Context: an optimization exercise on an open-source flow, tuned for small area. The choices shown serve that exercise and are no tape-out recipe.
At most, simulation tests tie the RTL to the original design; equivalence was not proved.
Function not checked in run 1: the RTL went through the layout flow alone.
Power is estimated from default activity; no workload was simulated.

==> flow/design.v <==
module sa_mac (
    input  logic [7:0]  a,
    input  logic [7:0]  b,
    input  logic        kill,
    input  logic [31:0] x,
    output logic [31:0] y
);
logic nk;
assign nk = ~kill;
logic pp1;
logic pp2;
logic pp3;
logic pp4;
logic pp5;
logic pp6;
logic pp7;
logic pp8;
logic pp9;
logic pp10;
logic pp11;
logic pp12;
logic pp13;
logic pp14;
logic pp15;
logic pp16;
logic pp17;
logic pp18;
logic pp19;
logic pp20;
logic pp21;
logic pp22;
logic pp23;
logic pp24;
logic pp25;
logic pp26;
logic pp27;
logic pp28;
logic pp29;
logic pp30;
logic pp31;
logic pp32;
logic pp33;
logic pp34;
logic pp35;
logic pp36;
logic pp37;
logic pp38;
logic pp39;
logic pp40;
logic pp41;
logic pp42;
logic pp43;
logic pp44;
logic pp45;
logic pp46;
logic pp47;
logic pp48;
logic pp49;
logic pp50;
logic pp51;
logic pp52;
logic pp53;
logic pp54;
logic pp55;
logic pp56;
logic pp57;
logic pp58;
logic pp59;
logic pp60;
logic pp61;
logic pp62;
logic pp63;
logic pp64;
logic s65;
logic c66;
logic s67;
logic c68;
logic s69;
logic c70;
logic s71;
logic c72;
logic s73;
logic c74;
logic s75;
logic c76;
logic s77;
logic c78;
logic s79;
logic c80;
logic s81;
logic c82;
logic s83;
logic c84;
logic s85;
logic c86;
logic s87;
logic c88;
logic s89;
logic c90;
logic s91;
logic c92;
logic s93;
logic c94;
logic s95;
logic c96;
logic s97;
logic c98;
logic s99;
logic c100;
logic s101;
logic c102;
logic s103;
logic c104;
logic s105;
logic c106;
logic s107;
logic c108;
logic s109;
logic c110;
logic s111;
logic c112;
logic s113;
logic c114;
logic s115;
logic c116;
logic s117;
logic c118;
logic s119;
logic c120;
logic s121;
logic c122;
logic s123;
logic c124;
logic s125;
logic c126;
logic s127;
logic c128;
logic s129;
logic c130;
logic s131;
logic c132;
logic s133;
logic c134;
logic s135;
logic c136;
logic s137;
logic c138;
logic s139;
logic c140;
logic s141;
logic c142;
logic s143;
logic c144;
logic s145;
logic c146;
logic s147;
logic c148;
logic s149;
logic c150;
logic s151;
logic c152;
logic s153;
logic c154;
logic s155;
logic c156;
logic s157;
logic c158;
logic s159;
logic c160;
logic s161;
logic c162;
logic s163;
logic c164;
logic s165;
logic c166;
logic s167;
logic c168;
logic s169;
logic c170;
logic s171;
logic c172;
logic s173;
logic c174;
logic s175;
logic c176;
logic s177;
assign pp1 = a[0] & b[0] & nk;
assign pp2 = a[1] & b[0] & nk;
assign pp3 = a[2] & b[0] & nk;
assign pp4 = a[3] & b[0] & nk;
assign pp5 = a[4] & b[0] & nk;
assign pp6 = a[5] & b[0] & nk;
assign pp7 = a[6] & b[0] & nk;
assign pp8 = ~(a[7] & b[0] & nk);
assign pp9 = a[0] & b[1] & nk;
assign pp10 = a[1] & b[1] & nk;
assign pp11 = a[2] & b[1] & nk;
assign pp12 = a[3] & b[1] & nk;
assign pp13 = a[4] & b[1] & nk;
assign pp14 = a[5] & b[1] & nk;
assign pp15 = a[6] & b[1] & nk;
assign pp16 = ~(a[7] & b[1] & nk);
assign pp17 = a[0] & b[2] & nk;
assign pp18 = a[1] & b[2] & nk;
assign pp19 = a[2] & b[2] & nk;
assign pp20 = a[3] & b[2] & nk;
assign pp21 = a[4] & b[2] & nk;
assign pp22 = a[5] & b[2] & nk;
assign pp23 = a[6] & b[2] & nk;
assign pp24 = ~(a[7] & b[2] & nk);
assign pp25 = a[0] & b[3] & nk;
assign pp26 = a[1] & b[3] & nk;
assign pp27 = a[2] & b[3] & nk;
assign pp28 = a[3] & b[3] & nk;
assign pp29 = a[4] & b[3] & nk;
assign pp30 = a[5] & b[3] & nk;
assign pp31 = a[6] & b[3] & nk;
assign pp32 = ~(a[7] & b[3] & nk);
assign pp33 = a[0] & b[4] & nk;
assign pp34 = a[1] & b[4] & nk;
assign pp35 = a[2] & b[4] & nk;
assign pp36 = a[3] & b[4] & nk;
assign pp37 = a[4] & b[4] & nk;
assign pp38 = a[5] & b[4] & nk;
assign pp39 = a[6] & b[4] & nk;
assign pp40 = ~(a[7] & b[4] & nk);
assign pp41 = a[0] & b[5] & nk;
assign pp42 = a[1] & b[5] & nk;
assign pp43 = a[2] & b[5] & nk;
assign pp44 = a[3] & b[5] & nk;
assign pp45 = a[4] & b[5] & nk;
assign pp46 = a[5] & b[5] & nk;
assign pp47 = a[6] & b[5] & nk;
assign pp48 = ~(a[7] & b[5] & nk);
assign pp49 = a[0] & b[6] & nk;
assign pp50 = a[1] & b[6] & nk;
assign pp51 = a[2] & b[6] & nk;
assign pp52 = a[3] & b[6] & nk;
assign pp53 = a[4] & b[6] & nk;
assign pp54 = a[5] & b[6] & nk;
assign pp55 = a[6] & b[6] & nk;
assign pp56 = ~(a[7] & b[6] & nk);
assign pp57 = ~(a[0] & b[7] & nk);
assign pp58 = ~(a[1] & b[7] & nk);
assign pp59 = ~(a[2] & b[7] & nk);
assign pp60 = ~(a[3] & b[7] & nk);
assign pp61 = ~(a[4] & b[7] & nk);
assign pp62 = ~(a[5] & b[7] & nk);
assign pp63 = ~(a[6] & b[7] & nk);
assign pp64 = a[7] & b[7] & nk;
sa_ha u_s65 (.a(pp13), .b(pp20), .s(s65), .co(c66));
sa_fa u_s67 (.a(pp14), .b(pp21), .ci(pp28), .s(s67), .co(c68));
sa_ha u_s69 (.a(pp35), .b(pp42), .s(s69), .co(c70));
sa_fa u_s71 (.a(pp15), .b(pp22), .ci(pp29), .s(s71), .co(c72));
sa_fa u_s73 (.a(pp36), .b(pp43), .ci(pp50), .s(s73), .co(c74));
sa_ha u_s75 (.a(pp57), .b(pp8), .s(s75), .co(c76));
assign s77 = ~(pp16 ^ pp23);
assign c78 = pp16 | pp23;
sa_fa u_s79 (.a(pp30), .b(pp37), .ci(pp44), .s(s79), .co(c80));
sa_fa u_s81 (.a(pp51), .b(pp58), .ci(x[8]), .s(s81), .co(c82));
sa_fa u_s83 (.a(pp24), .b(pp31), .ci(pp38), .s(s83), .co(c84));
sa_fa u_s85 (.a(pp45), .b(pp52), .ci(pp59), .s(s85), .co(c86));
sa_fa u_s87 (.a(pp32), .b(pp39), .ci(pp46), .s(s87), .co(c88));
sa_ha u_s89 (.a(pp11), .b(pp18), .s(s89), .co(c90));
sa_fa u_s91 (.a(pp12), .b(pp19), .ci(pp26), .s(s91), .co(c92));
sa_ha u_s93 (.a(pp33), .b(pp5), .s(s93), .co(c94));
sa_fa u_s95 (.a(pp27), .b(pp34), .ci(pp41), .s(s95), .co(c96));
sa_fa u_s97 (.a(pp6), .b(x[5]), .ci(s65), .s(s97), .co(c98));
sa_fa u_s99 (.a(pp49), .b(pp7), .ci(x[6]), .s(s99), .co(c100));
sa_fa u_s101 (.a(c66), .b(s69), .ci(s67), .s(s101), .co(c102));
sa_fa u_s103 (.a(x[7]), .b(c70), .ci(s75), .s(s103), .co(c104));
sa_fa u_s105 (.a(c68), .b(s71), .ci(s73), .s(s105), .co(c106));
sa_fa u_s107 (.a(c76), .b(s77), .ci(c72), .s(s107), .co(c108));
sa_fa u_s109 (.a(c74), .b(s79), .ci(s81), .s(s109), .co(c110));
sa_fa u_s111 (.a(x[9]), .b(c78), .ci(c80), .s(s111), .co(c112));
sa_fa u_s113 (.a(c82), .b(s83), .ci(s85), .s(s113), .co(c114));
sa_fa u_s115 (.a(pp53), .b(pp60), .ci(x[10]), .s(s115), .co(c116));
sa_fa u_s117 (.a(c84), .b(c86), .ci(s87), .s(s117), .co(c118));
sa_fa u_s119 (.a(pp40), .b(pp47), .ci(pp54), .s(s119), .co(c120));
sa_fa u_s121 (.a(pp61), .b(x[11]), .ci(c88), .s(s121), .co(c122));
sa_fa u_s123 (.a(pp48), .b(pp55), .ci(pp62), .s(s123), .co(c124));
sa_ha u_s125 (.a(pp10), .b(pp17), .s(s125), .co(c126));
sa_fa u_s127 (.a(pp25), .b(pp4), .ci(x[3]), .s(s127), .co(c128));
sa_fa u_s129 (.a(x[4]), .b(c90), .ci(s93), .s(s129), .co(c130));
sa_fa u_s131 (.a(c94), .b(c92), .ci(s95), .s(s131), .co(c132));
sa_fa u_s133 (.a(c96), .b(s99), .ci(c98), .s(s133), .co(c134));
sa_fa u_s135 (.a(c100), .b(s103), .ci(c102), .s(s135), .co(c136));
sa_fa u_s137 (.a(c104), .b(c106), .ci(s107), .s(s137), .co(c138));
sa_fa u_s139 (.a(c108), .b(c110), .ci(s111), .s(s139), .co(c140));
sa_fa u_s141 (.a(s115), .b(c112), .ci(c114), .s(s141), .co(c142));
sa_fa u_s143 (.a(c116), .b(s119), .ci(c118), .s(s143), .co(c144));
sa_fa u_s145 (.a(x[12]), .b(c120), .ci(s123), .s(s145), .co(c146));
sa_fa u_s147 (.a(pp56), .b(pp63), .ci(x[13]), .s(s147), .co(c148));
sa_ha u_s149 (.a(pp2), .b(pp9), .s(s149), .co(c150));
sa_fa u_s151 (.a(pp3), .b(x[2]), .ci(s125), .s(s151), .co(c152));
sa_fa u_s153 (.a(c126), .b(s89), .ci(s127), .s(s153), .co(c154));
sa_fa u_s155 (.a(c128), .b(s91), .ci(s129), .s(s155), .co(c156));
sa_fa u_s157 (.a(c130), .b(s97), .ci(s131), .s(s157), .co(c158));
sa_fa u_s159 (.a(c132), .b(s101), .ci(s133), .s(s159), .co(c160));
sa_fa u_s161 (.a(s105), .b(c134), .ci(s135), .s(s161), .co(c162));
sa_fa u_s163 (.a(s109), .b(c136), .ci(s137), .s(s163), .co(c164));
sa_fa u_s165 (.a(s113), .b(c138), .ci(s139), .s(s165), .co(c166));
sa_fa u_s167 (.a(s117), .b(c140), .ci(s141), .s(s167), .co(c168));
sa_fa u_s169 (.a(s121), .b(c142), .ci(s143), .s(s169), .co(c170));
sa_fa u_s171 (.a(c122), .b(s145), .ci(c144), .s(s171), .co(c172));
sa_fa u_s173 (.a(c124), .b(s147), .ci(c146), .s(s173), .co(c174));
sa_fa u_s175 (.a(pp64), .b(x[14]), .ci(c148), .s(s175), .co(c176));
assign s177 = ~x[15];
logic [17:0] r0, r1;
logic [15:0] g, p, t;
logic [16:0] c;
assign r0[0] = pp1;
assign r1[0] = x[0];
assign r0[1] = s149;
assign r1[1] = x[1];
assign r0[2] = c150;
assign r1[2] = s151;
assign r0[3] = c152;
assign r1[3] = s153;
assign r0[4] = c154;
assign r1[4] = s155;
assign r0[5] = c156;
assign r1[5] = s157;
assign r0[6] = c158;
assign r1[6] = s159;
assign r0[7] = c160;
assign r1[7] = s161;
assign r0[8] = c162;
assign r1[8] = s163;
assign r0[9] = c164;
assign r1[9] = s165;
assign r0[10] = c166;
assign r1[10] = s167;
assign r0[11] = c168;
assign r1[11] = s169;
assign r0[12] = c170;
assign r1[12] = s171;
assign r0[13] = c172;
assign r1[13] = s173;
assign r0[14] = c174;
assign r1[14] = s175;
assign r0[15] = c176;
assign r1[15] = s177;
assign r0[16] = x[15];
assign r1[16] = 1'b0;
assign r0[17] = 1'b0;
assign r1[17] = 1'b0;
assign c[0] = 1'b0;
logic [15:0] t_r;
sa_fa u_cpa0 (.a(r0[0]), .b(r1[0]), .ci(c[0]), .s(t_r[0]), .co(c[1]));
assign g[0] = 1'b0; assign p[0] = 1'b0;
sa_fa u_cpa1 (.a(r0[1]), .b(r1[1]), .ci(c[1]), .s(t_r[1]), .co(c[2]));
assign g[1] = 1'b0; assign p[1] = 1'b0;
sa_ha u_pg2 (.a(r0[2]), .b(r1[2]), .s(p[2]), .co(g[2]));
assign t_r[2] = p[2] ^ c[2];
sa_ha u_pg3 (.a(r0[3]), .b(r1[3]), .s(p[3]), .co(g[3]));
assign t_r[3] = p[3] ^ c[3];
sa_ha u_pg4 (.a(r0[4]), .b(r1[4]), .s(p[4]), .co(g[4]));
assign t_r[4] = p[4] ^ c[4];
sa_ha u_pg5 (.a(r0[5]), .b(r1[5]), .s(p[5]), .co(g[5]));
assign t_r[5] = p[5] ^ c[5];
sa_ha u_pg6 (.a(r0[6]), .b(r1[6]), .s(p[6]), .co(g[6]));
assign t_r[6] = p[6] ^ c[6];
sa_ha u_pg7 (.a(r0[7]), .b(r1[7]), .s(p[7]), .co(g[7]));
assign t_r[7] = p[7] ^ c[7];
sa_ha u_pg8 (.a(r0[8]), .b(r1[8]), .s(p[8]), .co(g[8]));
assign t_r[8] = p[8] ^ c[8];
sa_ha u_pg9 (.a(r0[9]), .b(r1[9]), .s(p[9]), .co(g[9]));
assign t_r[9] = p[9] ^ c[9];
sa_ha u_pg10 (.a(r0[10]), .b(r1[10]), .s(p[10]), .co(g[10]));
assign t_r[10] = p[10] ^ c[10];
sa_ha u_pg11 (.a(r0[11]), .b(r1[11]), .s(p[11]), .co(g[11]));
assign t_r[11] = p[11] ^ c[11];
sa_ha u_pg12 (.a(r0[12]), .b(r1[12]), .s(p[12]), .co(g[12]));
assign t_r[12] = p[12] ^ c[12];
sa_ha u_pg13 (.a(r0[13]), .b(r1[13]), .s(p[13]), .co(g[13]));
assign t_r[13] = p[13] ^ c[13];
sa_ha u_pg14 (.a(r0[14]), .b(r1[14]), .s(p[14]), .co(g[14]));
assign t_r[14] = p[14] ^ c[14];
sa_ha u_pg15 (.a(r0[15]), .b(r1[15]), .s(p[15]), .co(g[15]));
assign t_r[15] = p[15] ^ c[15];
logic gg_0_0; sa_ao21 u_gg_0_0 (.a1(p[2]), .a2(c[2]), .b1(g[2]), .x(gg_0_0));
logic gg_0_1; sa_ao21 u_gg_0_1 (.a1(p[3]), .a2(gg_0_0), .b1(g[3]), .x(gg_0_1));
logic gg_2_3; sa_ao21 u_gg_2_3 (.a1(p[5]), .a2(g[4]), .b1(g[5]), .x(gg_2_3));
logic pp_2_3; assign pp_2_3 = p[5] & p[4];
logic gg_0_2; sa_ao21 u_gg_0_2 (.a1(p[4]), .a2(gg_0_1), .b1(g[4]), .x(gg_0_2));
logic gg_0_3; sa_ao21 u_gg_0_3 (.a1(pp_2_3), .a2(gg_0_1), .b1(gg_2_3), .x(gg_0_3));
logic gg_4_5; sa_ao21 u_gg_4_5 (.a1(p[7]), .a2(g[6]), .b1(g[7]), .x(gg_4_5));
logic pp_4_5; assign pp_4_5 = p[7] & p[6];
logic gg_4_6; sa_ao21 u_gg_4_6 (.a1(p[8]), .a2(gg_4_5), .b1(g[8]), .x(gg_4_6));
logic pp_4_6; assign pp_4_6 = p[8] & pp_4_5;
logic gg_0_4; sa_ao21 u_gg_0_4 (.a1(p[6]), .a2(gg_0_3), .b1(g[6]), .x(gg_0_4));
logic gg_0_5; sa_ao21 u_gg_0_5 (.a1(pp_4_5), .a2(gg_0_3), .b1(gg_4_5), .x(gg_0_5));
logic gg_0_6; sa_ao21 u_gg_0_6 (.a1(pp_4_6), .a2(gg_0_3), .b1(gg_4_6), .x(gg_0_6));
logic gg_7_8; sa_ao21 u_gg_7_8 (.a1(p[10]), .a2(g[9]), .b1(g[10]), .x(gg_7_8));
logic pp_7_8; assign pp_7_8 = p[10] & p[9];
logic gg_9_10; sa_ao21 u_gg_9_10 (.a1(p[12]), .a2(g[11]), .b1(g[12]), .x(gg_9_10));
logic pp_9_10; assign pp_9_10 = p[12] & p[11];
logic gg_7_9; sa_ao21 u_gg_7_9 (.a1(p[11]), .a2(gg_7_8), .b1(g[11]), .x(gg_7_9));
logic pp_7_9; assign pp_7_9 = p[11] & pp_7_8;
logic gg_7_10; sa_ao21 u_gg_7_10 (.a1(pp_9_10), .a2(gg_7_8), .b1(gg_9_10), .x(gg_7_10));
logic pp_7_10; assign pp_7_10 = pp_9_10 & pp_7_8;
logic gg_11_12; sa_ao21 u_gg_11_12 (.a1(p[14]), .a2(g[13]), .b1(g[14]), .x(gg_11_12));
logic pp_11_12; assign pp_11_12 = p[14] & p[13];
logic gg_11_13; sa_ao21 u_gg_11_13 (.a1(p[15]), .a2(gg_11_12), .b1(g[15]), .x(gg_11_13));
logic pp_11_13; assign pp_11_13 = p[15] & pp_11_12;
logic gg_7_11; sa_ao21 u_gg_7_11 (.a1(p[13]), .a2(gg_7_10), .b1(g[13]), .x(gg_7_11));
logic pp_7_11; assign pp_7_11 = p[13] & pp_7_10;
logic gg_7_12; sa_ao21 u_gg_7_12 (.a1(pp_11_12), .a2(gg_7_10), .b1(gg_11_12), .x(gg_7_12));
logic pp_7_12; assign pp_7_12 = pp_11_12 & pp_7_10;
logic gg_7_13; sa_ao21 u_gg_7_13 (.a1(pp_11_13), .a2(gg_7_10), .b1(gg_11_13), .x(gg_7_13));
logic pp_7_13; assign pp_7_13 = pp_11_13 & pp_7_10;
logic gg_0_7; sa_ao21 u_gg_0_7 (.a1(p[9]), .a2(gg_0_6), .b1(g[9]), .x(gg_0_7));
logic gg_0_8; sa_ao21 u_gg_0_8 (.a1(pp_7_8), .a2(gg_0_6), .b1(gg_7_8), .x(gg_0_8));
logic gg_0_9; sa_ao21 u_gg_0_9 (.a1(pp_7_9), .a2(gg_0_6), .b1(gg_7_9), .x(gg_0_9));
logic gg_0_10; sa_ao21 u_gg_0_10 (.a1(pp_7_10), .a2(gg_0_6), .b1(gg_7_10), .x(gg_0_10));
logic gg_0_11; sa_ao21 u_gg_0_11 (.a1(pp_7_11), .a2(gg_0_6), .b1(gg_7_11), .x(gg_0_11));
logic gg_0_12; sa_ao21 u_gg_0_12 (.a1(pp_7_12), .a2(gg_0_6), .b1(gg_7_12), .x(gg_0_12));
logic gg_0_13; sa_ao21 u_gg_0_13 (.a1(pp_7_13), .a2(gg_0_6), .b1(gg_7_13), .x(gg_0_13));
assign c[3] = gg_0_0;
assign c[4] = gg_0_1;
assign c[5] = gg_0_2;
assign c[6] = gg_0_3;
assign c[7] = gg_0_4;
assign c[8] = gg_0_5;
assign c[9] = gg_0_6;
assign c[10] = gg_0_7;
assign c[11] = gg_0_8;
assign c[12] = gg_0_9;
assign c[13] = gg_0_10;
assign c[14] = gg_0_11;
assign c[15] = gg_0_12;
assign c[16] = gg_0_13;
assign t = t_r;
logic [1:0] rh;
logic inc, dec;
assign rh = r0[17:16] + r1[17:16];
assign inc = rh[1] | (rh[0] & c[16]);
assign dec = ~rh[1] & ~rh[0] & ~c[16];
logic [15:0] xh, an, on;
assign xh = x[31:16];
assign an[0] = 1'b1;
assign on[0] = 1'b1;
assign an[1] = an[0] & xh[0];
assign on[1] = on[0] & ~xh[0];
assign an[2] = an[1] & xh[1];
assign on[2] = on[1] & ~xh[1];
assign an[3] = an[2] & xh[2];
assign on[3] = on[2] & ~xh[2];
assign an[4] = an[3] & xh[3];
assign on[4] = on[3] & ~xh[3];
assign an[5] = an[4] & xh[4];
assign on[5] = on[4] & ~xh[4];
assign an[6] = an[5] & xh[5];
assign on[6] = on[5] & ~xh[5];
assign an[7] = an[6] & xh[6];
assign on[7] = on[6] & ~xh[6];
assign an[8] = an[7] & xh[7];
assign on[8] = on[7] & ~xh[7];
assign an[9] = an[8] & xh[8];
assign on[9] = on[8] & ~xh[8];
assign an[10] = an[9] & xh[9];
assign on[10] = on[9] & ~xh[9];
assign an[11] = an[10] & xh[10];
assign on[11] = on[10] & ~xh[10];
assign an[12] = an[11] & xh[11];
assign on[12] = on[11] & ~xh[11];
assign an[13] = an[12] & xh[12];
assign on[13] = on[12] & ~xh[12];
assign an[14] = an[13] & xh[13];
assign on[14] = on[13] & ~xh[13];
assign an[15] = an[14] & xh[14];
assign on[15] = on[14] & ~xh[14];
assign y[15:0] = t;
sa_hsel u_hs0 (.x(xh[0]), .an(an[0]), .on(on[0]), .inc(inc), .dec(dec), .y(y[16]));
sa_hsel u_hs1 (.x(xh[1]), .an(an[1]), .on(on[1]), .inc(inc), .dec(dec), .y(y[17]));
sa_hsel u_hs2 (.x(xh[2]), .an(an[2]), .on(on[2]), .inc(inc), .dec(dec), .y(y[18]));
sa_hsel u_hs3 (.x(xh[3]), .an(an[3]), .on(on[3]), .inc(inc), .dec(dec), .y(y[19]));
sa_hsel u_hs4 (.x(xh[4]), .an(an[4]), .on(on[4]), .inc(inc), .dec(dec), .y(y[20]));
sa_hsel u_hs5 (.x(xh[5]), .an(an[5]), .on(on[5]), .inc(inc), .dec(dec), .y(y[21]));
sa_hsel u_hs6 (.x(xh[6]), .an(an[6]), .on(on[6]), .inc(inc), .dec(dec), .y(y[22]));
sa_hsel u_hs7 (.x(xh[7]), .an(an[7]), .on(on[7]), .inc(inc), .dec(dec), .y(y[23]));
sa_hsel u_hs8 (.x(xh[8]), .an(an[8]), .on(on[8]), .inc(inc), .dec(dec), .y(y[24]));
sa_hsel u_hs9 (.x(xh[9]), .an(an[9]), .on(on[9]), .inc(inc), .dec(dec), .y(y[25]));
sa_hsel u_hs10 (.x(xh[10]), .an(an[10]), .on(on[10]), .inc(inc), .dec(dec), .y(y[26]));
sa_hsel u_hs11 (.x(xh[11]), .an(an[11]), .on(on[11]), .inc(inc), .dec(dec), .y(y[27]));
sa_hsel u_hs12 (.x(xh[12]), .an(an[12]), .on(on[12]), .inc(inc), .dec(dec), .y(y[28]));
sa_hsel u_hs13 (.x(xh[13]), .an(an[13]), .on(on[13]), .inc(inc), .dec(dec), .y(y[29]));
sa_hsel u_hs14 (.x(xh[14]), .an(an[14]), .on(on[14]), .inc(inc), .dec(dec), .y(y[30]));
sa_hsel u_hs15 (.x(xh[15]), .an(an[15]), .on(on[15]), .inc(inc), .dec(dec), .y(y[31]));
endmodule
module sa_fa (input logic a, b, ci, output logic s, co);
assign s  = a ^ b ^ ci;
assign co = (a & b) | (ci & (a ^ b));
endmodule
module sa_ha (input logic a, b, output logic s, co);
assign s  = a ^ b;
assign co = a & b;
endmodule
module sa_ao21 (input logic a1, a2, b1, output logic x);
assign x = (a1 & a2) | b1;
endmodule
module sa_hsel (input logic x, an, on, inc, dec, output logic y);
assign y = x ^ ((inc & an) | (dec & on));
endmodule
module sauria_sa_top #(
    parameter X = 4,
    parameter Y = 4,
    parameter IA_W = 8,
    parameter IB_W = 8,
    parameter OC_W = 32,
    parameter TH_W = 2
)(
    input  logic                 i_clk,
    input  logic                 i_rstn,
    input  logic [Y*IA_W-1:0]    i_a,
    input  logic [X*IB_W-1:0]    i_b,
    input  logic [Y*OC_W-1:0]    i_c,
    input  logic                 i_reg_clear,
    input  logic                 i_pipeline_en,
    input  logic [X-1:0]         i_cswitch,
    input  logic                 i_cscan_en,
    input  logic [TH_W-1:0]      i_thres,
    output logic [Y*OC_W-1:0]    o_c
);
logic en, clr;
assign en  = i_pipeline_en;
assign clr = i_reg_clear;
logic ld, hd;
sa_ld_hd u_ld_hd (.en(en), .clr(clr), .ld(ld), .hd(hd));
logic [TH_W-1:0] thr_q;
always_ff @(posedge i_clk or negedge i_rstn) begin
    if (!i_rstn) thr_q <= '0;
    else         thr_q <= ({TH_W{ld}} & i_thres) | ({TH_W{hd}} & thr_q);
end
logic [Y*(X+1)*IA_W-1:0] a_w;
logic [(Y+1)*X*IB_W-1:0] b_w;
logic [Y*X-1:0]          cs_w;
logic [Y*(X+1)*OC_W-1:0] sc_w;
genvar j, i;
generate
    for (j = 0; j < Y; j++) begin : rows
        assign sc_w[((j)*(X+1)+(X))*OC_W +: OC_W] = i_c[OC_W*j +: OC_W];
        assign o_c[OC_W*j +: OC_W] = sc_w[((j)*(X+1)+(0))*OC_W +: OC_W];
        for (i = 0; i <= X; i++) begin : a_chain
            logic [IA_W-1:0] a_q, a_d;
            if (i == 0) begin : in
                assign a_d = i_a[IA_W*j +: IA_W];
            end else begin : prev
                assign a_d = a_w[((j)*(X+1)+(i-1))*IA_W +: IA_W];
            end
            always_ff @(posedge i_clk or negedge i_rstn) begin
                if (!i_rstn) a_q <= '0;
                else         a_q <= ({IA_W{ld}} & a_d) | ({IA_W{hd}} & a_q);
            end
            assign a_w[((j)*(X+1)+(i))*IA_W +: IA_W] = a_q;
        end
    end
    for (j = 0; j <= Y; j++) begin : b_rows
        for (i = 0; i < X; i++) begin : b_chain
            logic [IB_W-1:0] b_q, b_d;
            if (j == 0) begin : in
                assign b_d = i_b[IB_W*i +: IB_W];
            end else begin : prev
                assign b_d = b_w[((j-1)*X+(i))*IB_W +: IB_W];
            end
            always_ff @(posedge i_clk or negedge i_rstn) begin
                if (!i_rstn) b_q <= '0;
                else         b_q <= ({IB_W{ld}} & b_d) | ({IB_W{hd}} & b_q);
            end
            assign b_w[((j)*X+(i))*IB_W +: IB_W] = b_q;
        end
    end
    for (j = 0; j < Y; j++) begin : pe_rows
        for (i = 0; i < X; i++) begin : pe
            logic            cs_q, cs_d;
            logic            negl_q, negl_d;
            logic [IA_W-1:0] za;
            logic [IB_W-1:0] zb;
            logic            small_a, small_b;
            logic [OC_W-1:0] acc_q, sc_q, sc_in, addend, acc_d;
            logic            kill, x_sc, x_acc, s_acc, s_in, s_hold;
            if (j == 0) begin : in
                assign cs_d = i_cswitch[i];
            end else begin : prev
                assign cs_d = cs_w[(j-1)*X+(i)];
            end
            always_ff @(posedge i_clk or negedge i_rstn) begin
                if (!i_rstn) cs_q <= 1'b0;
                else         cs_q <= (ld & cs_d) | (hd & cs_q);
            end
            assign cs_w[(j)*X+(i)] = cs_q;
            assign za = a_w[((j)*(X+1)+(i))*IA_W +: IA_W];
            assign zb = b_w[((j)*X+(i))*IB_W +: IB_W];
            always_comb begin
                case (thr_q)
                    2'd1:    begin small_a = &za[7:1] | ~|za[7:1]; small_b = &zb[7:1] | ~|zb[7:1]; end
                    2'd2:    begin small_a = &za[7:2] | ~|za[7:2]; small_b = &zb[7:2] | ~|zb[7:2]; end
                    2'd3:    begin small_a = &za[7:3] | ~|za[7:3]; small_b = &zb[7:3] | ~|zb[7:3]; end
                    default: begin small_a = 1'b0;                 small_b = 1'b0;                 end
                endcase
            end
            assign negl_d = small_a & small_b;
            always_ff @(posedge i_clk or negedge i_rstn) begin
                if (!i_rstn) negl_q <= 1'b0;
                else         negl_q <= (ld & negl_d) | (hd & negl_q);
            end
            sa_pe_sel u_sel (
                .en(en), .clr(clr), .cscan(i_cscan_en), .cs(cs_q), .negl(negl_q),
                .kill(kill), .x_sc(x_sc), .x_acc(x_acc), .s_acc(s_acc), .s_in(s_in), .s_hold(s_hold)
            );
            assign addend = ({OC_W{x_sc}} & sc_q) | ({OC_W{x_acc}} & acc_q);
            sa_mac mac (
                .a    (a_w[((j)*(X+1)+(i+1))*IA_W +: IA_W]),
                .b    (b_w[((j+1)*X+(i))*IB_W +: IB_W]),
                .kill (kill),
                .x    (addend),
                .y    (acc_d)
            );
            always_ff @(posedge i_clk or negedge i_rstn) begin
                if (!i_rstn) acc_q <= '0;
                else         acc_q <= acc_d;
            end
            assign sc_in = sc_w[((j)*(X+1)+(i+1))*OC_W +: OC_W];
            always_ff @(posedge i_clk or negedge i_rstn) begin
                if (!i_rstn) sc_q <= '0;
                else         sc_q <= ({OC_W{s_acc}} & acc_q) | ({OC_W{s_in}} & sc_in) | ({OC_W{s_hold}} & sc_q);
            end
            assign sc_w[((j)*(X+1)+(i))*OC_W +: OC_W] = sc_q;
        end
    end
endgenerate
endmodule
module sa_ld_hd (
    input  logic en,
    input  logic clr,
    output logic ld,
    output logic hd
);
assign ld = en & ~clr;
assign hd = ~en & ~clr;
endmodule
module sa_pe_sel (
    input  logic en,
    input  logic clr,
    input  logic cscan,
    input  logic cs,
    input  logic negl,
    output logic kill,
    output logic x_sc,
    output logic x_acc,
    output logic s_acc,
    output logic s_in,
    output logic s_hold
);
logic swap;
assign swap   = en & cs;
assign kill   = negl | ~en | clr;
assign x_sc   = swap & ~clr;
assign x_acc  = ~swap & ~clr;
assign s_acc  = swap & ~clr;
assign s_in   = ~swap & en & cscan & ~clr;
assign s_hold = ~swap & ~(en & cscan) & ~clr;
endmodule
==> flow/run.sh <==
#!/bin/bash
# synth_recipe.tcl (not shown) runs the flow's synth.tcl, then flattens the netlist and writes it again
# the make line also repeats each setting of config.mk as NAME=value (left out here)
make -C /OpenROAD-flow-scripts/flow DESIGN_CONFIG=/design/flow/config.mk WORK_HOME=/design/flow/orfs CLKGATE_MAP_FILE= SYNTH_SCRIPT=/design/flow/synth_recipe.tcl finish
==> flow/config.mk <==
export PLATFORM = sky130hd
export DESIGN_NAME = sauria_sa_top
export DESIGN_NICKNAME = sauria_sa_top
export VERILOG_FILES = /design/flow/design.v
export SDC_FILE = /design/flow/constraint.sdc
export NUM_CORES = 4
export LEC_CHECK = 0
export CAP_MARGIN = 20
export CORE_MARGIN = 2
export CORE_UTILIZATION = 40
export PLACE_DENSITY = 0.6
export SLEW_MARGIN = 20
export SYNTH_HIERARCHICAL = 1
==> flow/constraint.sdc <==
create_clock -name core_clock -period 5.5 [get_ports {i_clk}]
set_input_delay 1.1000 -clock core_clock [delete_from_list [all_inputs] [get_ports {i_clk}]]
set_output_delay 1.1000 -clock core_clock [all_outputs]
set_load 0.01 [all_outputs]
==> impl_metrics.tcl, run 1 <==
set metrics [dict create \
    synth.cell_area_sq_mm 0.0965 \
    clock_latency_ns 0.86 \
    yosys.area_share.simple_pct 13.6 \
    headroom_to_the_max_slew_limit_pct 24.1 \
    worstPathMaxFanout 16 \
    yosysTopAreaCellShare_pct 35.7 \
    fmax_mhz 187 \
    nets 10900 \
    hp-class "input pin to async pin" \
    rsz_0062_raised_after_global_routing "false" \
    synth_xor_xnor_area_share_pct 4.36 \
    placer_s_final_routability_congestion_estimate 0.896 \
    detail_route.vias_per_cell 5.72 \
    ys_seq_area_share_pct 35.7 \
    grt_overflow 0 \
    max-vdd-ir-drop_uv 294 \
    multi_input_area_sq_mm 0.0588 \
    main_combinational_cell_family_by_area_after_synthesis "adder cells" \
    detailroute.via_count 73300 \
    drc 0 \
    final.fill_count 21700 \
    finish.cell_count_without_fillers 12800 \
    synth-seq-cells 1378 \
    powerDensity_mw_per_mm2 296 \
    max-cap-violations 0 \
    setup.worst_path.start_class "input pin" \
    tritoncts.num_buffers 161 \
    dpl_cell_area_sq_mm 0.110 \
    synth_async_sr_flop_share_pct 100 \
    power_uw 34100 \
    clk_pin_slew_worst_paths_ns 0.06 \
    clock_tree.htree_level_count 4 \
    io_pins 331 \
    synth.lib_cells_used.distinct 51 \
    ys_top_cells_by_area "dfrtp_1 (36%), fa_1 (17%), a22o_1 (7.7%)" \
    clock_tree_from_tritoncts "done" \
    period_share_pct 97.3 \
    netlist.top_cell.by_area "dfrtp_1" \
    initial_utilization_pct 40.2 \
    timing_hold_violations_final 0 \
    timing.reg2reg.worst_path_depth 15 \
    critical_path_class "input pin to flop" \
    die-width_um 495 \
    layout-drive-gt1-share_pct 17.2 \
    clk_root_buffer_cell "clkbuf_16" \
    cp_endpoint_kind "flop" \
    synth_cells 8560 \
    std_cell_rows 180 \
    routed_wire_length_per_instance_um 22.4 \
    setup_viol_count_final 0 \
    largest_buffer_count_on_any_clock_path 3 \
    finalHoldWorstSlack_ns 0.281 \
    area.sequential_sq_mm 0.0345 \
    tightestPinTransition_ns 1.14 \
    avgSynthCellArea_sq_um 11.3 \
    p_leak_uw 0.0595 \
    synth_edf_count 0 \
    detailed_place_hpwl_um 214000 \
    outcome "finished clean" \
    drtIter0Drc 7034 \
    synth_compound_gate_area_share_pct 20.7 \
    grt_usage_pct 23.4 \
    synth.yosys.warnings 7 \
    numPlacedInstances 12500 \
    yosys_most_used_dff "dfrtp_1" \
    first_pass_grt_wire_length_um 450000 \
    via_count_of_the_first_global_routing_pass 76100 \
    die-area_sq_mm 0.245 \
    post_synth_fa_ha_maj_area_fraction_pct 21.2 \
    area_growth_syn_to_layout_pct 19.5 \
    final_core_utilization_pct 48.0 \
    final_max_tran_viols 0 \
    port_buffers 330 \
    grt_start_max_net_pins 171 \
    placeable_core_region_sq_mm 0.240 \
    worst-endpoint-required_ns 6.23 \
    route.antenna.remaining_nets 0 \
    fin_crit_ns 5.35 \
    clkSinkCount 1378 \
    worst_ep_arrival_time_ns 6.08 \
    drtPass1Iterations 10 \
    yosys-mux-area-fraction_pct 0 \
    totalWireLength_um 288000 \
    die-height_um 495 \
    final_design_area_no_fill_sq_mm 0.115 \
    antenna_found_initial 11 \
    fin_worst_skew_ns 0.0470 \
]
-- cell families (layout without fill, tap and decap cells) --
group / count (synthesis) / in the layout
compound gates: 2209 / 2209
xor+xnor: 480 / 480
fa+ha+maj: 1152 / 1152
buf+inv: 1068 / 2123
flops: 1378 / 1378
other cells: 32 / 53
simple gates: 2241 / 2241
-- cells in the final DEF, fill, tap and decap left out, types with 26 or more instances in the layout --
cell             synthesis  final
a21o_1                 416    416
a21oi_1                 61     45
a222oi_1               512    512
a22o_1                 850    850
a22oi_2                256    256
and2_1                 945    929
and3_1                 143    143
buf_12                   0     38
buf_4                   17    777
clkbuf_1               319     26
clkbuf_16                0    161
clkbuf_8                 0     39
clkdlybuf4s50_1          0    326
conb_1                  32     48
dfrtp_1               1378   1376
fa_1                   800    800
ha_1                   352    352
inv_1                  690    690
nand2_1                306    306
nand4_1                 64     64
nor2_1                 249    216
nor2_2                  16     31
nor2b_1                130     58
nor2b_2                  0     58
nor3_1                  98     98
nor4_1                  64     64
o21ai_0                 29     29
or4_1                   31     31
xnor2_1                256    256
xor2_1                 224    224
-- critical path, cell delays in order --
cell	delay, ns
buf_4	0.23
buf_12	0.19
or3b_4	0.49
nor2b_1	0.29
nand2_1	0.14
fa_1	0.51
fa_1	0.41
fa_1	0.52
fa_1	0.45
ha_1	0.32
a21o_1	0.21
a21o_1	0.19
a21o_1	0.18
a21o_1	0.21
and2_4	0.24
a22oi_2	0.22
xnor2_1	0.15
-- per-layer routing --
layer,vias up,track usage [%],routed length [um]
met5,-,0,0
met4,0,8.12,10300
met3,395,3.33,15200
met2,1903,38.7,139000
met1,38000,31.4,123000
li1,33000,-,-
-- state kept, by name (all words and copies together), names as in the netlist --
| name | cells |
|---|---|
| pe_rows.pe.negl_q | 16 |
| pe_rows.pe.sc_q | 512 |
| pe_rows.pe.acc_q | 512 |
| thr_q | 2 |
| rows.a_chain.a_q | 160 |
| b_rows.b_chain.b_q | 160 |
| pe_rows.pe.cs_q | 16 |
-- synthesized netlist by cell type, types with 98 or more instances --
master / instances
nor3_1: 98
dfrtp_1: 1378
nor2_1: 249
a21o_1: 416
a22oi_2: 256
ha_1: 352
nand2_1: 306
xnor2_1: 256
and3_1: 143
and2_1: 945
clkbuf_1: 319
nor2b_1: 130
a222oi_1: 512
a22o_1: 850
fa_1: 800
inv_1: 690
xor2_1: 224
-- timing repair --
action / CTS / global route
endpoints found under the setup margin: 0 / 152
buffers inserted: 0 / 0
gates resized for setup: 0 / 30
hold buffers: 0 / 0
-- final timing paths --
path | start | to | slack (ns)
hold reg to reg | pe_rows[1].pe[2].acc_q[16] | pe_rows[1].pe[2].sc_q[16] | 0.47
setup reg to reg | pe_rows[1].pe[3].negl_q | pe_rows[1].pe[3].acc_q[25] | 0.36
hold / removal | i_rstn | pe_rows[1].pe[2].sc_q[26] | 0.28
min in group core_clock | pe_rows[1].pe[2].acc_q[16] | pe_rows[1].pe[2].sc_q[16] | 0.47
setup / recovery | i_pipeline_en | pe_rows[1].pe[3].acc_q[25] | 0.15
max in group asynchronous | i_rstn | rows[2].a_chain[3].a_q[3] | 3.69
-- stage by stage --
| stage | TNS (ns) | setup slack (ns) |
|---|---|---|
| 3_5_place_dp | -196.24 | -0.758 |
| 2_1_floorplan | 0 | 0.0201 |
| 5_1_grt | 0 | 0.000191 |
| 3_3_place_gp | -180.38 | -0.726 |
| 6_report | 0 | 0.151 |
| 4_1_cts | 0 | 0.118 |
-- final cells by class --
cell class	count	area share, %
diodes	5	0.0109
clock buffers	226	4.04
clock inverters	63	0.791
inverters	690	2.25
multi-input cells	6130	51.0
flip-flops and latches	1378	29.9
well taps	3185	3.46
repair buffers	1144	8.59
-- modules after synthesis, one instance, submodules excluded --
module	cells	copies in the design	cell area (sq um)	flops+latches
sauria_sa_top	3902	1	52000	1378
sa_mac	155	16	926	0
sa_pe_sel	7	16	52.6	0
sa_hsel	2	256	21.3	0
sa_fa	1	800	20.0	0
sa_ld_hd	2	1	17.5	0
sa_ha	1	336	12.5	0
sa_ao21	1	416	7.51	0
-- power by group --
| part | switching (uW) | internal [uW] | total (uW) |
|---|---|---|---|
| Combinational | 5660 | 4890 | 10600 |
| Clock | 4660 | 6660 | 11300 |
| Sequential | 836 | 11400 | 12200 |
==> run 2: changes to the inputs <==
--- a/flow/design.v
+++ b/flow/design.v
@@ -605,9 +605,10 @@
                 if (!i_rstn) negl_q <= 1'b0;
                 else         negl_q <= (ld & negl_d) | (hd & negl_q);
             end
+            assign kill   = negl_q;
             sa_pe_sel u_sel (
-                .en(en), .clr(clr), .cscan(i_cscan_en), .cs(cs_q), .negl(negl_q),
-                .kill(kill), .x_sc(x_sc), .x_acc(x_acc), .s_acc(s_acc), .s_in(s_in), .s_hold(s_hold)
+                .en(en), .clr(clr), .cscan(i_cscan_en), .cs(cs_q),
+                .x_sc(x_sc), .x_acc(x_acc), .s_acc(s_acc), .s_in(s_in), .s_hold(s_hold)
             );
             assign addend = ({OC_W{x_sc}} & sc_q) | ({OC_W{x_acc}} & acc_q);
             sa_mac mac (
@@ -619,7 +620,7 @@
             );
             always_ff @(posedge i_clk or negedge i_rstn) begin
                 if (!i_rstn) acc_q <= '0;
-                else         acc_q <= acc_d;
+                else         acc_q <= ({OC_W{ld}} & acc_d) | ({OC_W{hd}} & acc_q);
             end
             assign sc_in = sc_w[((j)*(X+1)+(i+1))*OC_W +: OC_W];
             always_ff @(posedge i_clk or negedge i_rstn) begin
@@ -645,8 +646,6 @@
     input  logic clr,
     input  logic cscan,
     input  logic cs,
-    input  logic negl,
-    output logic kill,
     output logic x_sc,
     output logic x_acc,
     output logic s_acc,
@@ -655,9 +654,8 @@
 );
 logic swap;
 assign swap   = en & cs;
-assign kill   = negl | ~en | clr;
-assign x_sc   = swap & ~clr;
-assign x_acc  = ~swap & ~clr;
+assign x_sc   = cs;
+assign x_acc  = ~cs;
 assign s_acc  = swap & ~clr;
 assign s_in   = ~swap & en & cscan & ~clr;
 assign s_hold = ~swap & ~(en & cscan) & ~clr;
--- a/flow/config.mk
+++ b/flow/config.mk
@@ -8,6 +8,8 @@
 export CAP_MARGIN = 20
 export CORE_MARGIN = 2
 export CORE_UTILIZATION = 40
+export CTS_BUF_LIST = sky130_fd_sc_hd__clkbuf_8
+export CTS_CLUSTER_SIZE = 20
 export PLACE_DENSITY = 0.6
 export SLEW_MARGIN = 20
 export SYNTH_HIERARCHICAL = 1
==> run 2 against run 1 <==
Against the previous run:
- critical path depth fell by 2
- hold slack lost 0.19 ns
- clock skew up 0.016 ns
- count of clock-buffer cells in the layout rose by 123
- sequential power hardly changed
- via count increased by 7.6%
- combinational power up 53%
- non-clock buffer count shrank 529
- global-route usage increased by 0.99 points
- critical path type is now flop to flop
- largest power group is now combinational logic
==> impl_metrics.tcl, run 2 <==
set metrics [dict create \
    synth.cell_area_sq_mm 0.101 \
    synth.lib_cells_used.distinct 51 \
    total_switching_power_uw 14600 \
    cts.repair_timing.setup_buffer_count 0 \
    power_uw 39400 \
    max-cap-violations 0 \
    reg2reg_from "pe_rows[3].pe[3].negl_q" \
    placer_s_final_routability_congestion_estimate 0.891 \
    nets 10900 \
    net_switching_fraction_of_the_power_pct 37.2 \
    setup.worst_path.start_class "flop" \
    fin_tns_setup_ns 0 \
    ctsHoldBuffers 0 \
    largest_buffer_count_on_any_clock_path 4 \
    grt_start_max_net_pins 173 \
    final_max_tran_viols 0 \
    detail_route.vias_per_cell 6.01 \
    grt_usage_pct 24.4 \
    detailroute.via_count 78900 \
    avgSynthCellArea_sq_um 11.1 \
    final.fill_count 23200 \
    port_buffers 330 \
    tritoncts.num_buffers 281 \
    die-width_um 507 \
    global_route.usage.met2_pct 39.1 \
    ys_seq_area_share_pct 34.0 \
    max-vdd-ir-drop_uv 365 \
    worst_ep_arrival_time_ns 6.12 \
    clock_tree.htree_level_count 5 \
    synth_async_sr_flop_share_pct 100 \
    worst_r2r_endpoint "pe_rows[3].pe[3].acc_q[25]" \
    fin_worst_skew_ns 0.0635 \
    via_count_of_the_first_global_routing_pass 81100 \
    fmax_mhz 191 \
    crit_path_max_incr_delay_ns 0.59 \
    headroom_to_the_max_slew_limit_pct 25.7 \
    dpl_cell_area_sq_mm 0.110 \
    worst-endpoint-required_ns 6.38 \
    synth-seq-cells 1378 \
    powerDensity_mw_per_mm2 342 \
    cp_endpoint_kind "flop" \
    yosys_most_used_dff "dfrtp_1" \
    area_growth_syn_to_layout_pct 13.6 \
    clk_root_buffer_cell "clkbuf_8" \
    first_pass_grt_wire_length_um 494000 \
    io_pins 331 \
    worstPathMaxFanout 16 \
    final_core_utilization_pct 45.8 \
    setup_viol_count_final 0 \
    tightestPinTransition_ns 1.11 \
    drc 0 \
    route.antenna.remaining_nets 0 \
    timing_hold_violations_final 0 \
    final_design_area_no_fill_sq_mm 0.115 \
    yosysTopAreaCellShare_pct 34.0 \
    totalWireLength_um 319000 \
    placeable_core_region_sq_mm 0.252 \
    commonest_cells_in_the_synthesized_netlist "dfrtp_1 (1378), a22o_1 (1362), and2_1 (944)" \
    clock_power_share_pct 27.8 \
    clock_latency_ns 1.05 \
    fin_crit_ns 5.24 \
    clkSinkCount 1378 \
    critical_path_class "flop to flop" \
    synth_cells 9168 \
    clock_tree_from_tritoncts "done" \
    hp-class "input pin to async pin" \
    rsz_0062_raised_after_global_routing "false" \
    die-height_um 507 \
    yosys.cell_count.top_type "dfrtp_1" \
    std_cell_rows 184 \
    drtPass1Iterations 11 \
    final_cell_mix "dfrtp_1 (1376), a22o_1 (1362), and2_1 (929)" \
    synth.yosys.warnings 7 \
    clk_pin_slew_worst_paths_ns 0.05 \
    registers_with_the_most_flip_flops "pe_rows.pe.acc_q: 512 flops, pe_rows.pe.sc_q: 512 flops" \
    leading_cell_type_in_the_layout_fill_and_taps_excluded "dfrtp_1" \
    critical_path.cell_chain "nor2b_1 -> and2_1 -> fa_1 -> fa_1 -> fa_1 -> fa_1 -> ha_1 -> a21o_1 -> a21o_1 -> a21o_1 -> a21o_1 -> and2_2 -> a22oi_2 -> xnor2_1 -> a22o_1" \
    antenna_found_initial 8 \
    ys_top_cells_by_area "dfrtp_1 (34%), fa_1 (16%), a22o_1 (12%)" \
    met3_track_demand_over_resource_pct 4.13 \
    grt_overflow 0 \
    die-area_sq_mm 0.257 \
    outcome "finished clean" \
    initial_utilization_pct 40.3 \
    p_leak_uw 0.0590 \
    global_route.peak_usage_layer "met2" \
    drtIter0Drc 8556 \
    timing.reg2reg.worst_path_depth 15 \
    critical_path.slowest_cell "nor2b_1" \
    worst-r2r-setup-slack_ns 0.26 \
    routed_wire_length_per_instance_um 24.3 \
    layout-drive-gt1-share_pct 11.8 \
    detailed_place_hpwl_um 227000 \
    share_seq_of_total_power_pct 30.9 \
    grtUsageMet1_pct 33.3 \
    period_share_pct 95.3 \
    share_comb_of_total_power_pct 41.3 \
    netlist.top_cell.by_area "dfrtp_1" \
    internal_power_uw 24700 \
    synth_edf_count 0 \
]
-- run 2: changes by cell type after synthesis, sizes merged, moves of 2 or more --
cell    change
buf        +68
inv        +16
or3b       -16
and4bb     +16
clkbuf     +45
nor2        +3
and3b      -16
nor4bb     -16
nor3        -2
nor3b      +16
a21oi      -17
a22o      +512
-- run 2: cells by family after synthesis --
family | Yosys count | share of synthesized area (%)
AOI/OAI and AO/OA | 2705 | 24.1
xor gates and xnor gates | 480 | 4.15
adders and majority gates | 1152 | 20.1
buffers and inverters | 1197 | 4.58
DFF | 1378 | 34.0
other | 32 | 0.118
and+or+nand+nor | 2224 | 12.9
-- run 2: through the flow --
step | std cells | hold WS (ns) | setup WS (ns)
2_1_floorplan | 9184 | 0.455 | 0.250
3_3_place_gp | 12700 | 0.472 | 0.0779
3_5_place_dp | 12700 | 0.474 | -0.000879
4_1_cts | 13100 | 0.0548 | 0.00463
5_1_grt | 13100 | 0.0731 | 0.0158
6_report | 13100 | 0.0898 | 0.257
-- run 2: power by group through the flow --
stage | registers, uW | logic (uW) | clock network (uW)
floorplan | 11900 | 13100 | 0
global placement | 12200 | 15900 | 0
detailed placement | 12300 | 16100 | 0
CTS | 12100 | 16200 | 11200
global route | 12300 | 17800 | 11700
finish | 12200 | 16200 | 11000
-- run 2: worst max-delay path: cells and delay by family, from the launching register on --
family,cells,cell delay (ns)
AOI/OAI and AO/OA,6,1.22
xor gates and xnor gates,1,0.09
adders and majority gates,5,2.12
DFF,1,0.50
and+or+nand+nor,3,1.17
-- run 2: what timing repair did --
item / 4_1_cts / 5_1_grt
gates resized for setup: 1 / 14
hold endpoints to repair: 0 / 0
endpoints found under the setup margin: 1 / 224
-- run 2: how the worst max path moves through the flow --
| stage | from | end | depth (start not counted) |
|---|---|---|---|
| 2_1_floorplan | pe_rows[3].pe[3].cs_q | pe_rows[3].pe[3].acc_q[30] | 16 |
| 3_5_place_dp | pe_rows[0].pe[3].negl_q | pe_rows[0].pe[3].acc_q[17] | 15 |
| 6_report | pe_rows[3].pe[3].negl_q | pe_rows[3].pe[3].acc_q[25] | 15 |
| 4_1_cts | rows[2].a_chain[1].a_q[3] | pe_rows[2].pe[0].acc_q[21] | 15 |
| 5_1_grt | pe_rows[1].pe[3].negl_q | pe_rows[1].pe[3].acc_q[24] | 15 |
| 3_3_place_gp | pe_rows[1].pe[1].negl_q | pe_rows[1].pe[1].acc_q[24] | 15 |
-- run 2: cell type report --
type	count	area [sq um]	area share, %
Clock inverter	128	823	0.715
Antenna cell	4	10.0	0.00869
Clock buffer	349	4800	4.17
Tap cell	3348	4190	3.64
Multi-Input combinational cell	6609	62500	54.2
Inverter	706	2650	2.30
Sequential cell	1378	34500	29.9
Timing Repair Buffer	615	5750	4.99
-- run 2: metal layers --
metal / share of wire, % / wire [um]
met5: 0.0088 / 28
met2: 47 / 150000
met1: 43 / 136000
met4: 3.6 / 11400
met3: 6.8 / 21800
-- run 2: per-module statistics from Yosys, one instance, submodules excluded --
| module | flops+latches | area, sq um | cells inside |
|---|---|---|---|
| sa_ld_hd | 0 | 17.5 | 2 |
| sa_mac | 0 | 926 | 155 |
| sa_ha | 0 | 12.5 | 1 |
| sa_ao21 | 0 | 7.51 | 1 |
| sauria_sa_top | 1378 | 57000 | 4526 |
| sa_hsel | 0 | 21.3 | 2 |
| sa_fa | 0 | 20.0 | 1 |
| sa_pe_sel | 0 | 47.5 | 6 |
==> run 3: changes to the inputs <==
--- a/flow/config.mk
+++ b/flow/config.mk
@@ -8,8 +8,6 @@
 export CAP_MARGIN = 20
 export CORE_MARGIN = 2
 export CORE_UTILIZATION = 40
-export CTS_BUF_LIST = sky130_fd_sc_hd__clkbuf_8
-export CTS_CLUSTER_SIZE = 20
 export PLACE_DENSITY = 0.6
 export SLEW_MARGIN = 20
 export SYNTH_HIERARCHICAL = 1
==> run 3 against run 2 <==
Against the previous run:
- clock power rose by 5%
- non-clock buffer count did not move
- worst setup slack improved by 0.0065 ns
- highest routed layer unchanged
- hold slack improved by 0.20 ns
- still clean on timing, DRC and antenna
- total power rose by 1.6%
- combinational power barely moved
- die area did not move
- synthesized cell count did not move
- global-route usage fell by 0.098 points
- critical path depth did not move
- maximum frequency rose by 0.12%
- area after synthesis did not move
==> impl_metrics.tcl, run 3 <==
set metrics [dict create \
    placer_s_final_routability_congestion_estimate 0.891 \
    yosysTopAreaCellShare_pct 34.0 \
    synth.lib_cells_used.distinct 51 \
    final_max_tran_viols 0 \
    critical_path.cell_chain "nor2b_1 -> nand2_1 -> fa_1 -> fa_1 -> fa_1 -> fa_1 -> ha_1 -> a21o_1 -> a21o_1 -> a21o_1 -> a21o_1 -> and2_2 -> a22oi_2 -> xnor2_1 -> a22o_1" \
    timing_hold_violations_final 0 \
    yosys.area_share.simple_pct 12.9 \
    fmax_mhz 191 \
    worstPathMaxFanout 16 \
    nets 10800 \
    final_design_area_no_fill_sq_mm 0.115 \
    yosys_most_used_dff "dfrtp_1" \
    die-height_um 507 \
    synth.cell_area_sq_mm 0.101 \
    initial_utilization_pct 40.3 \
    multi_input_area_sq_mm 0.0625 \
    yosys-mux-area-fraction_pct 0 \
    setup_viol_count_final 0 \
    headroom_to_the_max_slew_limit_pct 25.9 \
    cp_endpoint_kind "flop" \
    max-vdd-ir-drop_uv 419 \
    worst-endpoint-required_ns 6.21 \
    numPlacedInstances 12700 \
    tightestPinTransition_ns 1.11 \
    totalWireLength_um 316000 \
    outcome "finished clean" \
    clock_tree.htree_level_count 4 \
    drtPass1Iterations 10 \
    period_share_pct 95.2 \
    registers_with_the_most_flip_flops "pe_rows.pe.acc_q: 512 flops, pe_rows.pe.sc_q: 512 flops" \
    die-width_um 507 \
    cpLargestDelayFamily "adder cells" \
    dpl_cell_area_sq_mm 0.110 \
    ys_top_cells_by_area "dfrtp_1 (34%), fa_1 (16%), a22o_1 (12%)" \
    powerDensity_mw_per_mm2 347 \
    clk_pin_slew_worst_paths_ns 0.06 \
    largest_buffer_count_on_any_clock_path 3 \
    p_leak_uw 0.0586 \
    io_pins 331 \
    fin_worst_skew_ns 0.0323 \
    route.antenna.remaining_nets 0 \
    leading_cell_type_in_the_layout_fill_and_taps_excluded "dfrtp_1" \
    max-cap-violations 0 \
    fin_tns_setup_ns 0 \
    synth_compound_gate_area_share_pct 24.1 \
    netlist.top_cell.by_area "dfrtp_1" \
    port_buffers 330 \
    detailed_place_hpwl_um 227000 \
    die-area_sq_mm 0.257 \
    ys_seq_area_share_pct 34.0 \
    finalHoldWorstSlack_ns 0.293 \
    grt_start_max_net_pins 173 \
    area.sequential_sq_mm 0.0345 \
    tritoncts.num_buffers 165 \
    worst_ep_arrival_time_ns 5.94 \
    synth_edf_count 0 \
    std_cell_rows 184 \
    fin_crit_ns 5.24 \
    clkSinkCount 1378 \
    synth-seq-cells 1378 \
    via_count_of_the_first_global_routing_pass 80100 \
    layout-drive-gt1-share_pct 10.6 \
    avgSynthCellArea_sq_um 11.1 \
    critical_path_class "flop to flop" \
    yosys.cell_count.top_type "dfrtp_1" \
    detail_route.vias_per_cell 6.04 \
    post_synth_fa_ha_maj_area_fraction_pct 20.1 \
    worst-path-buf-inv 0 \
    placeable_core_region_sq_mm 0.252 \
    clock_latency_ns 0.85 \
    area_growth_syn_to_layout_pct 13.7 \
    clk_root_buffer_cell "clkbuf_16" \
    routed_wire_length_per_instance_um 24.4 \
    clock_tree_from_tritoncts "done" \
    setup.worst_path.start_class "flop" \
    critical_path.slowest_cell "nor2b_1" \
    final_cell_mix "dfrtp_1 (1376), a22o_1 (1362), and2_1 (929)" \
    finish.cell_count_without_fillers 13000 \
    antenna_found_initial 7 \
    drc 0 \
    grt_usage_pct 24.3 \
    commonest_cells_in_the_synthesized_netlist "dfrtp_1 (1378), a22o_1 (1362), and2_1 (944)" \
    ctsHoldBuffers 0 \
    detailroute.via_count 78200 \
    first_pass_grt_wire_length_um 492000 \
    rsz_0062_raised_after_global_routing "false" \
    final.fill_count 23000 \
    synth_cells 9168 \
    synth_async_sr_flop_share_pct 100 \
    synth_xor_xnor_area_share_pct 4.15 \
    main_combinational_cell_family_by_area_after_synthesis "compound AO/OA/AOI/OAI gates" \
    crit_path_max_incr_delay_ns 0.54 \
    synth.yosys.warnings 7 \
    hp-class "input pin to async pin" \
    grt_overflow 0 \
    drtIter0Drc 9142 \
    cts.repair_timing.setup_buffer_count 0 \
]
==> run 3: final cells by class <==
cell class,instances,area share (%)
Inverter,706,2.30
Clock buffer,220,3.99
Antenna cell,3,0.00651
Tap cell,3348,3.63
Multi-Input combinational cell,6609,54.2
Sequential cell,1378,29.9
Clock inverter,81,0.959
Timing Repair Buffer,615,4.99
==> run 3: power breakdown <==
| part | leakage [uW] | switching [uW] | internal [uW] | total, uW |
|---|---|---|---|---|
| Combinational | 0.0369 | 8810 | 7440 | 16300 |
| Clock | 0.00278 | 4760 | 6820 | 11600 |
| Sequential | 0.0190 | 1010 | 11100 | 12100 |
==> run 3: final timing paths <==
path | from | endpoint | slack [ns] | cells after the start
max | pe_rows[1].pe[1].negl_q | pe_rows[1].pe[1].acc_q[28] | 0.26 | 15
min | i_rstn | pe_rows[1].pe[0].sc_q[24] | 0.29 | 1
max reg2reg | pe_rows[1].pe[1].negl_q | pe_rows[1].pe[1].acc_q[28] | 0.26 | 15
min reg2reg | rows[3].a_chain[4].a_q[6] | rows[3].a_chain[4].a_q[6] | 0.48 | 1
max in group asynchronous | i_rstn | pe_rows[3].pe[0].sc_q[20] | 3.62 | 2
min in group core_clock | rows[3].a_chain[4].a_q[6] | rows[3].a_chain[4].a_q[6] | 0.48 | 1
==> run 3: worst register-to-register path: stages, from the launching register on <==
cell and delay, ns:
dfrtp_1 0.48, nor2b_1 0.54, nand2_1 0.17, fa_1 0.54
fa_1 0.44, fa_1 0.51, fa_1 0.42, ha_1 0.34
a21o_1 0.22, a21o_1 0.20, a21o_1 0.16, a21o_1 0.19
and2_2 0.35, a22oi_2 0.27, xnor2_1 0.09, a22o_1 0.19
==> run 3: repair_timing <==
item | 4_1_cts | 5_1_grt
cloned | 0 | 0
gates resized for setup | 2 | 14
setup endpoints to repair | 2 | 209
==> run 3: modules after synthesis, one instance, submodules excluded, a selection <==
| module | cell area, sq um | copies in the design |
|---|---|---|
| sa_ha | 12.5 | 336 |
| sa_fa | 20.0 | 800 |
| sa_ao21 | 7.51 | 416 |
| sa_mac | 926 | 16 |
| sauria_sa_top | 57000 | 1 |
| sa_hsel | 21.3 | 256 |
| sa_ld_hd | 17.5 | 1 |
==> run 3: logic make-up (layout without fill, tap and decap cells) <==
group / Yosys count / after routing
compound gates: 2705 / 2705
buf+inv: 1197 / 1622
flops: 1378 / 1378
fa+ha+maj: 1152 / 1152
xor+xnor: 480 / 480
other cells: 32 / 51
simple gates: 2224 / 2224
==> run 3: metal layers <==
metal  vias to the layer above  global-route usage (%)  wire length, um
li1                      34400                       -                -
met2                      2626                    39.1           149000
met4                         4                    7.91            10400
met5                         -                       0               26
met1                     40700                    33.4           135000
met3                       412                    3.99            21800
==> run 3: metrics by stage <==
step	total power (uW)	util [%]	setup slack [ns]
global route	42300	45.8	0.0475
floorplan	25000	-	0.250
finish	40000	45.8	0.263
CTS	40200	45.8	0.00614
global placement	28100	43.5	0.0779
detailed placement	28400	43.5	-0.000879
==> run 4: changes to the inputs <==
==> flow/flow/run.sh (new file) <==
#!/bin/bash
set -euo pipefail
export BUFFER_PORTS_ARGS="-buffer_cell sky130_fd_sc_hd__buf_1"
export CTS_ARGS="-sink_clustering_enable -repair_clock_nets -dont_use_dummy_load -buf_list sky130_fd_sc_hd__clkbuf_8 -sink_clustering_size 20"
bash standard.sh > standard.log 2>&1
==> flow/standard.sh (new file) <==
#!/bin/bash
# synth_recipe.tcl (not shown) runs the flow's synth.tcl, then flattens the netlist and writes it again
# the make line also repeats each setting of config.mk as NAME=value (left out here)
make -C /OpenROAD-flow-scripts/flow DESIGN_CONFIG=/design/flow/config.mk WORK_HOME=/design/flow/orfs CLKGATE_MAP_FILE= SYNTH_SCRIPT=/design/flow/synth_recipe.tcl "${@:-finish}"
removed: flow/run.sh
==> run 4 against run 3 <==
Against the previous run:
- sequential power is essentially flat
- hold slack worse by 0.033 ns
- largest cell class unchanged
- die area did not move
- via count is 0.12% lower
- area after synthesis stayed put
- final cell count is essentially flat
- clock power decreased by 24%
==> impl_metrics.tcl, run 4 <==
set metrics [dict create \
    startpoint_of_the_most_critical_setup_path "pe_rows[1].pe[3].negl_q" \
    first_pass_grt_wire_length_um 493000 \
    synth_edf_count 0 \
    setup.worst_path.start_class "flop" \
    routed_wire_length_per_instance_um 24.4 \
    clock_power_share_pct 23.7 \
    critical_path_class "flop to flop" \
    final_design_area_no_fill_sq_mm 0.112 \
    reg2reg_from "pe_rows[1].pe[3].negl_q" \
    synth.lib_cells_used.distinct 51 \
    ys_seq_area_share_pct 34.0 \
    grtUsageMet1_pct 33.1 \
    leading_cell_type_in_the_layout_fill_and_taps_excluded "dfrtp_1" \
    die-area_sq_mm 0.257 \
    cpLargestDelayFamily "adder cells" \
    synth_async_sr_flop_share_pct 100 \
    grt_overflow 0 \
    worst-endpoint-required_ns 6.35 \
    max-cap-violations 0 \
    grt_start_max_net_pins 194 \
    via_count_of_the_first_global_routing_pass 80600 \
    headroom_to_the_max_slew_limit_pct 24.4 \
    clk_root_buffer_cell "clkbuf_8" \
    crit_path_max_incr_delay_ns 0.57 \
    powerDensity_mw_per_mm2 331 \
    yosysTopAreaCellShare_pct 34.0 \
    route.antenna.remaining_nets 0 \
    share_seq_of_total_power_pct 32.8 \
    critical_path.cell_chain "nor2b_1 -> and2_1 -> fa_1 -> fa_1 -> fa_1 -> fa_1 -> ha_1 -> a21o_1 -> a21o_1 -> a21o_1 -> a21o_1 -> and2_2 -> a22oi_2 -> xnor2_1 -> a22o_1" \
    io_pins 331 \
    commonest_cells_in_the_synthesized_netlist "dfrtp_1 (1378), a22o_1 (1362), and2_1 (944)" \
    detailroute.via_count 78100 \
    worstPathMaxFanout 16 \
    final_cell_mix "dfrtp_1 (1376), a22o_1 (1362), and2_1 (928)" \
    share_comb_of_total_power_pct 43.5 \
    largest_buffer_count_on_any_clock_path 4 \
    layout-drive-gt1-share_pct 11.0 \
    port_buffers 330 \
    tritoncts.num_buffers 281 \
    ctsHoldBuffers 0 \
    outcome "finished clean" \
    clock_latency_ns 1.03 \
    area_growth_syn_to_layout_pct 10.1 \
    rsz_0062_raised_after_global_routing "false" \
    clock_tree.htree_level_count 5 \
    detailed_place_hpwl_um 228000 \
    detail_route.vias_per_cell 6.02 \
    timing.reg2reg.worst_path_depth 15 \
    worst_ep_arrival_time_ns 6.10 \
    cts.repair_timing.setup_buffer_count 0 \
    drtPass1Iterations 13 \
    nets 11000 \
    clk_pin_slew_worst_paths_ns 0.06 \
    hp-class "input pin to flop" \
    net_switching_fraction_of_the_power_pct 37.9 \
    die-height_um 507 \
    fmax_mhz 191 \
    internal_power_uw 23000 \
    fin_crit_ns 5.25 \
    placer_s_final_routability_congestion_estimate 0.884 \
    p_leak_uw 0.0572 \
    yosys_most_used_dff "dfrtp_1" \
    clock_tree_from_tritoncts "done" \
    yosys.cell_count.top_type "dfrtp_1" \
    ys_top_cells_by_area "dfrtp_1 (34%), fa_1 (16%), a22o_1 (12%)" \
    worst-path-buf-inv 0 \
    synth_cells 9168 \
    period_share_pct 95.4 \
    worst_r2r_endpoint "pe_rows[1].pe[3].acc_q[24]" \
    tightestPinTransition_ns 1.13 \
    global_route.peak_usage_layer "met2" \
    timing.critical_path.to "pe_rows[1].pe[3].acc_q[24]" \
    timing_hold_violations_final 0 \
    registers_with_the_most_flip_flops "pe_rows.pe.acc_q: 512 flops, pe_rows.pe.sc_q: 512 flops" \
    initial_utilization_pct 40.3 \
    setup_viol_count_final 0 \
    synth.cell_area_sq_mm 0.101 \
    final_max_tran_viols 0 \
    grt_usage_pct 24.3 \
    area.sequential_sq_mm 0.0345 \
    worstSetupPathDepth 15 \
    die-width_um 507 \
    max-vdd-ir-drop_uv 279 \
    critical_path.slowest_cell "nor2b_1" \
    fin_worst_skew_ns 0.0666 \
    synth.yosys.warnings 7 \
    total_switching_power_uw 14000 \
    clkSinkCount 1378 \
    dpl_cell_area_sq_mm 0.108 \
    avgSynthCellArea_sq_um 11.1 \
    placeable_core_region_sq_mm 0.252 \
    synth-seq-cells 1378 \
    global_route.usage.met2_pct 38.7 \
    met3_track_demand_over_resource_pct 4.44 \
    netlist.top_cell.by_area "dfrtp_1" \
    totalWireLength_um 316000 \
    drc 0 \
    worst-r2r-setup-slack_ns 0.25 \
    std_cell_rows 184 \
    final_core_utilization_pct 44.4 \
    antenna_found_initial 5 \
    drtIter0Drc 8565 \
    cp_endpoint_kind "flop" \
    final.fill_count 23700 \
    multi_input_area_sq_mm 0.0625 \
]
-- run 4: cell counts after synthesis --
Identical to the previous run, type by type.
-- run 4: final cells by class --
cell class | instances | share of cell area [%]
clock buffer | 281 | 3.46
multi-input combinational | 6609 | 56.0
timing repair buffer | 647 | 3.54
sequential | 1378 | 30.9
antenna | 3 | 0.00672
tap | 3348 | 3.75
inverter | 706 | 2.37
-- run 4: power by group through the flow --
stage	sequential, uW	clock, uW	combinational, uW
global placement	12200	0	15700
CTS	12100	9030	16100
finish	12100	8760	16100
floorplan	11900	0	13100
detailed placement	12300	0	16000
global route	12300	9450	17700
-- run 4: metrics by stage --
| stage | total power (uW) | hold slack [ns] | instances | TNS (ns) | worst slack [ns] |
|---|---|---|---|---|---|
| CTS | 37200 | 0.148 | 13000 | 0 | 0.0109 |
| global route | 39400 | 0.204 | 13000 | 0 | 0.00123 |
| global placement | 28000 | 0.473 | 12700 | 0 | 0.113 |
| floorplan | 25000 | 0.455 | 9184 | 0 | 0.250 |
| finish | 37000 | 0.260 | 13000 | 0 | 0.253 |
| detailed placement | 28300 | 0.472 | 12700 | -0.00900 | -0.00492 |
-- run 4: layer usage --
metal / vias up / routed length [um]
met4: 4 / 11800
met3: 475 / 21200
met2: 2655 / 148000
met1: 40400 / 136000
li1: 34500 / -
met5: - / 22
-- run 4: cells by family (layout without fill, tap and decap cells) --
kind of cell    count (synthesis)  after routing  share of synthesized area, %
compound gates               2705           2705                          24.1
xor+xnor                      480            480                          4.15
fa+ha+maj                    1152           1152                          20.1
simple gates                 2224           2224                          12.9
flops                        1378           1378                          34.0
buf+inv                      1197           1634                          4.58
other cells                    32             51                         0.118
-- run 4: timing repair --
action,4_1_cts,5_1_grt
endpoints found under the setup margin,7,240
gates resized for setup,1,16
pin swaps,0,0
-- run 4: modules after synthesis, one instance, submodules excluded --
| module | copies in the design | cell area (sq um) | cells | flops+latches |
|---|---|---|---|---|
| sauria_sa_top | 1 | 57000 | 4526 | 1378 |
| sa_mac | 16 | 926 | 155 | 0 |
| sa_pe_sel | 16 | 47.5 | 6 | 0 |
| sa_hsel | 256 | 21.3 | 2 | 0 |
| sa_fa | 800 | 20.0 | 1 | 0 |
| sa_ld_hd | 1 | 17.5 | 2 | 0 |
| sa_ha | 336 | 12.5 | 1 | 0 |
| sa_ao21 | 416 | 7.51 | 1 | 0 |
-- run 4: worst min-delay path by stage --
stage,startpoint,end,slack [ns],cells past startpoint
2_1_floorplan,rows[0].a_chain[4].a_q[0],rows[0].a_chain[4].a_q[0],0.46,1
3_3_place_gp,rows[0].a_chain[4].a_q[5],rows[0].a_chain[4].a_q[5],0.47,1
3_5_place_dp,rows[1].a_chain[4].a_q[5],rows[1].a_chain[4].a_q[5],0.47,1
4_1_cts,i_a[14],rows[1].a_chain[0].a_q[6],0.15,2
5_1_grt,i_a[5],rows[0].a_chain[0].a_q[5],0.20,2
6_report,i_a[14],rows[1].a_chain[0].a_q[6],0.26,2
-- run 4: worst reg2reg max path, stage by stage, from the launching register on --
cell	delay, ns
dfrtp_1	0.47
nor2b_1	0.57
and2_1	0.26
fa_1	0.46
fa_1	0.43
fa_1	0.43
fa_1	0.47
ha_1	0.33
a21o_1	0.22
a21o_1	0.20
a21o_1	0.18
a21o_1	0.17
and2_2	0.33
a22oi_2	0.27
xnor2_1	0.09
a22o_1	0.19
